This is an optimization exercise on Yosys and OpenROAD, whose aim is small area, not a production implementation. At most, simulation tests tie the RTL to the original design; equivalence was not proved. The clock port is modelled as an ideal driver; clocking choices that lean on that would not hold on a real chip.

## indigo
==> flow/design.v (excerpt) <==
module top(
    input        clk,
    input        rst_n,
    input  [3:0] key_col,
    output [3:0] key_row,
    output [5:0] seg_sel,
    output [7:0] segment
);
    wire [3:0] key_out;
    wire       key_vld;
    wire [2:0] dsel;
    wire       first;       
    wire [4:0] dchar;
    key_scan u_key_scan(.clk(clk), .rst_n(rst_n), .first(first), .key_col(key_col),
                        .key_row(key_row), .key_out(key_out), .key_vld(key_vld));
    control u_ctrl(.clk(clk), .rst_n(rst_n), .key_num(key_out), .key_vld(key_vld),
                   .dsel(dsel), .first(first), .dchar(dchar));
    seg_display u_segment(.clk(clk), .rst_n(rst_n), .dchar(dchar), .dsel(dsel), .first(first),
                          .segment(segment), .seg_sel(seg_sel));
endmodule
For scale: roughly 340 cells after synthesis, roughly 91 flip-flops, roughly 4200 um2 of cells after synthesis.
Settings: LEC_CHECK=0, ABC_AREA=0, CAP_MARGIN=20, CORE_MARGIN=2, CORE_UTILIZATION=40, SLEW_MARGIN=20; clock period 10.0 ns.
standard.sh (not shown) runs the stock make flow with config.mk's settings and CLKGATE_MAP_FILE= SYNTH_SCRIPT=/design/flow/synth_recipe.tcl, a recipe that flattens the netlist after the stock synthesis.
==> flow/flow/run.sh <==
#!/bin/bash
# Own layout flow: the standard flow (standard.sh: the unchanged standard
# synthesis, floorplan, power grid, tap cells, placement, CTS, routing) with
# settings ORFS reads from its environment:
#  - every port gets the smallest buffer (buf_1) instead of the default one;
#  - after floorplan, combinational cells that synthesis sized up go back to
#    their smallest drive (flow/downsize.tcl); later repair steps size up
#    again where slew, capacitance or timing need it;
#  - clock tree synthesis with clkbuf_4 and no dummy loads, and clock
#    buffers that drive 11 or more flip-flops made clkbuf_8 (flow/clkfix.tcl).
# The make output (all tools) goes to standard_make.log here; ORFS also keeps
# each step's log under orfs/logs.
set -euo pipefail
bash standard.sh \
  "BUFFER_PORTS_ARGS=-buffer_cell sky130_fd_sc_hd__buf_1" \
  "CTS_ARGS=-sink_clustering_enable -repair_clock_nets -dont_use_dummy_load -buf_list sky130_fd_sc_hd__clkbuf_4" \
  "POST_FLOORPLAN_TCL=$PWD/flow/downsize.tcl" \
  "POST_CTS_TCL=$PWD/flow/clkfix.tcl" \
  finish > standard_make.log 2>&1
Other scripts of this flow, unchanged in this note and not shown: flow/flow/clkfix.tcl, flow/flow/downsize.tcl
Inputs modified between indigo and raven:
--- a/flow/design.v
+++ b/flow/design.v
@@ -155,27 +155,27 @@
         if (!rst_n)
             password[3] <= 1'b1;
         else if (add_pw)
             password[3] <= key_num[3];
     always @(posedge clk)
         if (add_pw)
             {password[15:4], password[2:0]} <= {password[11:0], key_num[2:0]};
     wire [4:0] fixed_char = {1'b1,
-        ~((dsel[0] & ~dsel[1] & ~err) | (dsel[2]) | (~dsel[0] & err)),
-        (dsel[0] & ~err) | (dsel[1] & ~err & ~lock) | (dsel[1] & ~dsel[2] & err) | (~dsel[1] & ~err & lock),
-        (~dsel[1] & ~dsel[2]) | (dsel[1] & ~lock) | (err) | (~dsel[0] & dsel[1]),
-        ~((~dsel[1]) | (~dsel[0] & err) | (~dsel[0] & ~dsel[2] & lock))};
+        (dsel[0] & dsel[1] & ~err) | (dsel[2] & ~err) | (dsel[0] & ~dsel[1] & err),
+        ~((dsel[1] & ~lock) | (~dsel[2] & err) | (~dsel[0] & ~dsel[1] & ~err & lock)),
+        (~dsel[1] & ~lock) | (dsel[0] & ~dsel[2]) | (err) | (~dsel[0] & ~dsel[1]),
+        ~((dsel[0] & ~dsel[2]) | (dsel[1]) | (~dsel[0] & err) | (~dsel[0] & dsel[2] & lock))};
     reg  [4:0] pw_char;
     always @(*)
         case (dsel)
-            3'd6:    pw_char = cnt_pw[0] ? {1'b0, password[3:0]}   : NONE;
+            3'd0:    pw_char = cnt_pw[0] ? {1'b0, password[3:0]}   : NONE;
             3'd1:    pw_char = cnt_pw[1] ? {1'b0, password[7:4]}   : NONE;
-            3'd4:    pw_char = cnt_pw[2] ? {1'b0, password[11:8]}  : NONE;
-            3'd0:    pw_char = cnt_pw[3] ? {1'b0, password[15:12]} : NONE;
+            3'd2:    pw_char = cnt_pw[2] ? {1'b0, password[11:8]}  : NONE;
+            3'd3:    pw_char = cnt_pw[3] ? {1'b0, password[15:12]} : NONE;
             default: pw_char = NONE;
         endcase
     assign dchar = pw ? pw_char : fixed_char;
 endmodule
 module seg_display(
     input            clk,
     input            rst_n,
     input      [4:0] dchar,
@@ -193,44 +193,44 @@
     wire p_fb = cnt_300us[4] ^ ((~cnt_300us[1]) | (~cnt_300us[2]) | (cnt_300us[3]));
     always @(posedge clk or negedge rst_n)
         if (!rst_n)
             cnt_300us <= 5'd0;
         else
             cnt_300us <= {cnt_300us[3:0], p_fb};
     always @(posedge clk or negedge rst_n)
         if (!rst_n)
-            sel <= 3'd5;
+            sel <= 3'd7;
         else if (at_0)
-            sel <= {(sel[0]), ~((sel[0] & ~sel[1] & ~sel[2]) | (~sel[0] & sel[2])), (~sel[0] & sel[1])};
-    wire take = ~((cnt_300us[0] & cnt_300us[1] & ~cnt_300us[2] & ~sel[2]) | (cnt_300us[2] & ~sel[0] & ~sel[1]) | (cnt_300us[3] & ~sel[1]) | (~cnt_300us[3] & cnt_300us[4]) | (~cnt_300us[0] & ~cnt_300us[1]) | (~cnt_300us[2] & sel[0]) | (cnt_300us[4] & sel[2]));
+            sel <= {(sel[0] & sel[1] & ~sel[2]) | (~sel[0] & sel[2]), (sel[0] & ~sel[1] & ~sel[2]) | (~sel[0] & sel[1]), (~sel[0])};
+    wire take = ~((~cnt_300us[0] & ~cnt_300us[1]) | (cnt_300us[4] & ~sel[2]) | (~cnt_300us[0] & sel[0]) | (cnt_300us[2] & sel[1]) | (cnt_300us[1] & ~cnt_300us[2] & sel[0]) | (~cnt_300us[3] & sel[2]));
     assign dsel  = sel;
-    assign first = (sel[0] & sel[2]);
+    assign first = (sel[1] & sel[2]);
     always @(posedge clk)
         if (take)
             hold <= dchar;
     always @(posedge clk or negedge rst_n)
         if (!rst_n)
             code <= 5'd31;
         else if (load)
             code <= hold;
     wire [6:0] seg = {(~code[1] & ~code[2] & ~code[3] & ~code[4]) | (code[0] & code[1] & code[2] & ~code[4]) | (code[2] & code[3]),
         (code[0] & ~code[2] & ~code[3]) | (code[1] & ~code[2]) | (code[0] & code[1]),
         (code[0] & ~code[4]) | (~code[1] & code[2] & ~code[4]) | (code[0] & code[1] & code[3]),
         (code[0] & ~code[1] & ~code[2] & ~code[3]) | (~code[0] & ~code[1] & code[2] & ~code[4]) | (code[0] & code[1] & code[2]) | (~code[0] & ~code[2] & ~code[3] & code[4]),
         ~((~code[1] & ~code[4]) | (code[0] & ~code[3]) | (code[2] & ~code[4]) | (~code[2] & code[3])),
         ~((~code[0] & ~code[1]) | (code[0] & ~code[2]) | (~code[2] & ~code[4]) | (code[0] & code[1] & ~code[4])),
         (code[0] & ~code[1] & ~code[2] & ~code[3]) | (~code[0] & ~code[1] & code[2]) | (code[1] & ~code[2] & code[4]) | (code[0] & code[4])};
     assign segment = {1'b1, seg};
-    assign seg_sel = {(~sel[0]) | (~sel[1] & ~sel[2]),
-        ~((~sel[0] & sel[1] & ~sel[2]) | (sel[0] & sel[2])),
-        (sel[0] & ~sel[2]) | (sel[1]) | (~sel[0] & sel[2]),
-        (~sel[2]) | (sel[1]),
-        (~sel[0]) | (sel[1]),
-        (~sel[2]) | (~sel[0] & ~sel[1])};
+    assign seg_sel = {(~sel[2]) | (~sel[0]),
+        (~sel[2]) | (sel[0] & ~sel[1]),
+        (~sel[1]) | (~sel[0]),
+        (~sel[1]) | (sel[0] & ~sel[2]),
+        (~sel[0]) | (sel[1] & ~sel[2]) | (~sel[1] & sel[2]),
+        ~((~sel[0] & ~sel[1] & ~sel[2]) | (sel[1] & sel[2]))};
 endmodule
 module top(
     input        clk,
     input        rst_n,
     input  [3:0] key_col,
     output [3:0] key_row,
     output [5:0] seg_sel,
     output [7:0] segment
### Flow results
- Where clock period minus worst slack is concerned, indigo is better than raven.
- raven vs. indigo: non-clock inverter total of the final layout now sits lower, hold slack barely changed.
- Post-synthesis mux area share in raven vs indigo: up 0.30 points
- From indigo to raven the numbers moved as follows: number of nets in the final layout now smaller; global-route track usage on met1 saw a decrease.
- On worst slack after detailed placement: raven sits below indigo.
Only the layout flow was run in indigo; the RTL was not checked for function there.

==> static timing again, ports no longer ideal <==
No port has a modelled driver above. Below, the same layouts with a new extraction and two added sets of constraints. Step 1: set_driving_cell puts a clkbuf_16 on clk and a buf_2 on each other input, an assumption about the parent block. Step 2 adds t to the input delays and takes it off the output delays; t is the mean of the earliest and latest rising clock arrival at the registers after step 1. Input paths then give back, and output paths get back, about the clock's delay inside the block. Slacks: ideal / step 1 / step 2; pairs: ideal / step 1.
| run | t (ns) | setup WS [ns] | hold slack, ns | worst setup path after step 2 | worst slew at a driven data input, ns |
|---|---|---|---|---|---|
| indigo | 0.461 | 6.149 / 6.130 / 6.149 | 0.359 / 0.359 / 0.359 | register to register | 0.03 |
| raven | 0.463 | 6.071 / 6.071 / 6.071 | 0.357 / 0.357 / 0.357 | register to register | 0.03 |
After both steps setup and hold are still met in every run listed.
